This design comes from an exercise in tuning for small area and a short achievable clock period on the open sky130 flow, not from production work. Only simulation tests tie the RTL to the original design; equivalence was not proved. Power figures rest on the tool's default switching activity, not on a simulated workload.

==> inputs of v31 <==
==> flow/design.v (excerpt) <==
module alu_operations_five (
    input  clk,
    input  rst_n,
    input  load,
    input  signed [31:0]  ID_EX_A,
    input  signed [31:0]  ID_EX_B,
    input  signed [5:0]   opcode,
    output reg signed [31:0] ALU_result
);
    wire [31:0] A = ID_EX_A;
    wire [31:0] B = ID_EX_B;
    wire [5:0]  op = opcode;
    wire valid = (op[5:3] == 3'b000) && (op[2:1] != 2'b11);
    wire m = op[2] & op[0];               
    wire cAND = ~m & op[1] & ~op[0];
    wire cOR = ~m & op[1] & op[0];
    wire cAOR = ~m & (~op[1] | op[0]);
    wire cC = ~m & ~op[1];
    wire inv = op[0] | op[2];
    wire [31:0] nAg;
    wire g1;
    wire g2;
    wire g3;
    wire neg0_4;
    wire g5;
    wire g6;
    wire g7;
    wire neg0_8;
    wire g9;
    wire g10;
    wire g11;
    wire g12;
    wire g13;
    wire g14;
    wire g15;
    wire g16;
    wire g17;
    wire g18;
    wire g19;
    wire g20;
    wire g21;
    wire g22;
    wire g23;
    wire g24;
    wire g25;
    wire g26;
    wire g27;
    wire g28;
    wire g29;
    wire g30;
    wire g31;
    wire g32;
    wire g33;
    wire g34;
    wire g35;
    wire g36;
    wire g37;
    wire g38;
    wire g39;
    wire g40;
    wire g41;
    wire g42;
    wire g43;
    wire g44;
    wire g45;
    wire g46;
    wire g47;
    wire g48;
    wire g49;
    wire g50;
    wire g51;
    wire g52;
    wire g53;
    wire g54;
    wire g55;
    wire g56;
    wire g57;
    wire g58;
    wire g59;
    wire g60;
    wire g61;
    wire g62;
    wire g63;
    wire g64;
    wire g65;
    wire g66;
    wire g67;
  ...
Settings: LEC_CHECK=0, CAP_MARGIN=20, CORE_MARGIN=2, CORE_UTILIZATION=40, CTS_BUF_LIST=sky130_fd_sc_hd__clkbuf_4 sky130_fd_sc_hd__clkbuf_8, SETUP_SLACK_MARGIN=4.1, SLEW_MARGIN=20, SYNTH_HIERARCHICAL=1; clock period 8.5 ns.
standard.sh (not shown) runs the stock make flow with config.mk's settings and CLKGATE_MAP_FILE= SYNTH_SCRIPT=/design/flow/synth_recipe.tcl, a recipe that flattens the netlist after the stock synthesis.
==> flow/flow/run.sh <==
#!/bin/bash
set -euo pipefail
bash standard.sh BUFFER_PORTS_ARGS="-buffer_cell sky130_fd_sc_hd__buf_1" finish > standard.log 2>&1
==> v29 (differences from v31) <==
SETUP_SLACK_MARGIN = 4.25   (was 4.1)
==> summary of the runs <==
- In v31 the routed wire length is lower than in v29, by about 1.8%.
- In v29 the combinational power is larger than in v31, by about 4%.
- Clock power: v31 is larger than v29 (about 5%).
- Die area is the same in v31 and v29.
- v31 ran to the end with no violations. v29 passed the timing, design-rule and antenna checks.
- Of v31 and v29, v31 has the higher sequential share of layout area (gap 0.42 points).
- Global-route usage: v29 is lower than v31 (0.49 points).
- In critical path depth, v31 and v29 do not differ.
- Sequential power is about the same in v29 and v31.
==> figures <==
                                                                         v31             v29
Number of cells in the finished layout apart from fillers               2197            2208
Worst slack on hold paths                                           0.509 ns        0.512 ns
Minimum period implied by the final worst setup slack                4.42 ns         4.30 ns
Met2 Routed Length                                                   26.5 mm         27.0 mm
Fraction of final layout cells sized beyond drive strength 1           0.109           0.128
Proportion of cell area occupied by registers                          0.216           0.212
Switching power as a share of total power                              0.448           0.462
HP Start                                                      ALU_result[23]  ALU_result[22]
CP arrival                                                           4.69 ns         4.59 ns
Share of the core filled with cells                                    0.466           0.475
RePlAce Congestion                                                     0.929           0.948
Crit path setup slack, layout                                        4.08 ns         4.20 ns
Cell area after layout                                             19500 µm²       19900 µm²
Outcome                                                       finished clean  finished clean
Sum of routed wire length over all layers                            58.7 mm         59.8 mm
Switching pwr                                                      0.00227 W       0.00238 W
Initial DRC Count                                                       1525            1505


==> inputs of run R <==
Another version of the RTL of alu_operations_five (not shown whole).
Settings: LEC_CHECK=0, CAP_MARGIN=20, CORE_MARGIN=2, CORE_UTILIZATION=40, CTS_BUF_LIST=sky130_fd_sc_hd__clkbuf_4 sky130_fd_sc_hd__clkbuf_8, SETUP_SLACK_MARGIN=4.3, SLEW_MARGIN=20, SYNTH_HIERARCHICAL=1; clock period 8.5 ns.
Scripts as last shown in full above: flow/flow/run.sh
==> run H: changes against run R <==
--- a/flow/config.mk
+++ b/flow/config.mk
@@ -11,3 +11,3 @@
 export CTS_BUF_LIST = sky130_fd_sc_hd__clkbuf_4 sky130_fd_sc_hd__clkbuf_8
-export SETUP_SLACK_MARGIN = 4.3
+export SETUP_SLACK_MARGIN = 4.1
 export SLEW_MARGIN = 20
==> comparison <==
In sequential power, run H and run R hardly differ. Of run R and run H, run R has the higher first-iteration DRC count (gap 16%, measured against run H). Between run R and run H, the lower worst setup slack is in run H (gap 0.26 ns). Between run H and run R, the lower fmax is in run H (gap about 6%, measured against run R). Area after synthesis is the same in run H and run R. In count of clock-buffer cells in the layout, run R and run H do not differ. In run H the clock skew is higher than in run R, by 0.0083 ns. Between run H and run R, the lower via count is in run H (gap 6.1%, measured against run R). In sequential cell count, run R and run H do not differ. Sequential share of layout area: run R is lower than run H (1.5 points).


==> run a <==
Another version of the RTL of alu_operations_five (not shown whole).
Settings: LEC_CHECK=0, CAP_MARGIN=20, CORE_MARGIN=2, CORE_UTILIZATION=40, SETUP_SLACK_MARGIN=3.7, SLEW_MARGIN=20, SYNTH_HIERARCHICAL=1; clock period 8.5 ns.
run.sh (not shown) runs the stock make flow with config.mk's settings and CLKGATE_MAP_FILE= SYNTH_SCRIPT=/design/flow/synth_recipe.tcl, a recipe that flattens the netlist after the stock synthesis.
Stock flow here: none of the scripts above is used.
==> run b (differences from run a) <==
==> flow/flow/run.sh (new file) <==
#!/bin/bash
set -euo pipefail
bash standard.sh BUFFER_PORTS_ARGS="-buffer_cell sky130_fd_sc_hd__buf_1" finish > standard.log 2>&1
==> flow/standard.sh (new file) <==
#!/bin/bash
# synth_recipe.tcl (not shown) runs the flow's synth.tcl, then flattens the netlist and writes it again
# the make line also repeats each setting of config.mk as NAME=value (left out here)
make -C /OpenROAD-flow-scripts/flow DESIGN_CONFIG=/design/flow/config.mk WORK_HOME=/design/flow/orfs CLKGATE_MAP_FILE= SYNTH_SCRIPT=/design/flow/synth_recipe.tcl "${@:-finish}"
removed: flow/run.sh
==> run notes <==
metric                                                   run a           run b
Run status                            timing/DRC/antenna clean  timing/DRC/antenna clean
Crit path depth                                              9              11
Routability Congestion                                   0.938           0.907
Wire length of the first global-routing pass          84900 um        85200 um
Slowest-stage cell, CP                         clkdlybuf4s50_1            fa_1
Routed vias/inst                                          6.09            6.03
Launch point of the worst reg-to-reg path               q0[10]          q0[12]
Non-clock buffer total of the final layout                 193             185
Final wirelength                                      57600 um        55900 um
Register-to-Register Setup Slack                       4510 ps         4310 ps
Final Critical Period                                  4730 ps         4730 ps
Pin slew with the least headroom to its limit           944 ps         1050 ps
Switching Fraction                                       41.8%           43.1%
Ant diodes                                                   1               0
Average routed wire per standard cell                  25.9 um         25.2 um
Final core utilization                                   49.5%           47.5%
Min-delay src                                   ALU_result[22]  ALU_result[15]
Areal power density over the cells                  250 nW/um2      256 nW/um2
Final non-filler cell total                               2224            2217
Layout Nets                                               2016            2010
Aggregate global-route resource usage                    25.9%           25.7%
Pre-CTS setup slack                                    2090 ps         2070 ps

-- separate check: timing with driven ports --
No port has a modelled driver above. Below, the same layouts with a new extraction and two added sets of constraints.
Step 1 (the two cells are an assumption about what drives the block):
set clk [get_ports {clk}]
set_driving_cell -lib_cell sky130_fd_sc_hd__clkbuf_16 $clk
set_driving_cell -lib_cell sky130_fd_sc_hd__buf_2 [delete_from_list [all_inputs] $clk]
Step 2 adds t to the input delays and takes it off the output delays; t is the mean of the earliest and latest rising clock arrival at the registers after step 1. Input paths then give back, and output paths get back, about the clock's delay inside the block.
Slacks: ideal / step 1 / step 2; pairs: ideal / step 1.
| run | t (ns) | setup WS [ns] | latest minus earliest clock arrival (ns) |
|---|---|---|---|
| v31 | 0.573 | 4.084 / 4.065 / 3.492 | 0.018 / 0.017 |
| v29 | 0.585 | 4.197 / 4.018 / 3.434 | 0.025 / 0.025 |
| run R | 0.575 | 4.267 / 4.267 / 3.720 | 0.019 / 0.020 |
| run H | 0.566 | 4.006 / 4.037 / 3.471 | 0.023 / 0.024 |
| run a | 0.507 | 3.767 / 3.631 / 3.124 | 0.018 / 0.018 |
| run b | 0.506 | 3.770 / 3.792 / 3.285 | 0.013 / 0.013 |
After both steps every run listed still meets setup and hold. For v29, which loses most, drivers alone change the setup slack by -0.179 ns; drivers and shift together by -0.763 ns.
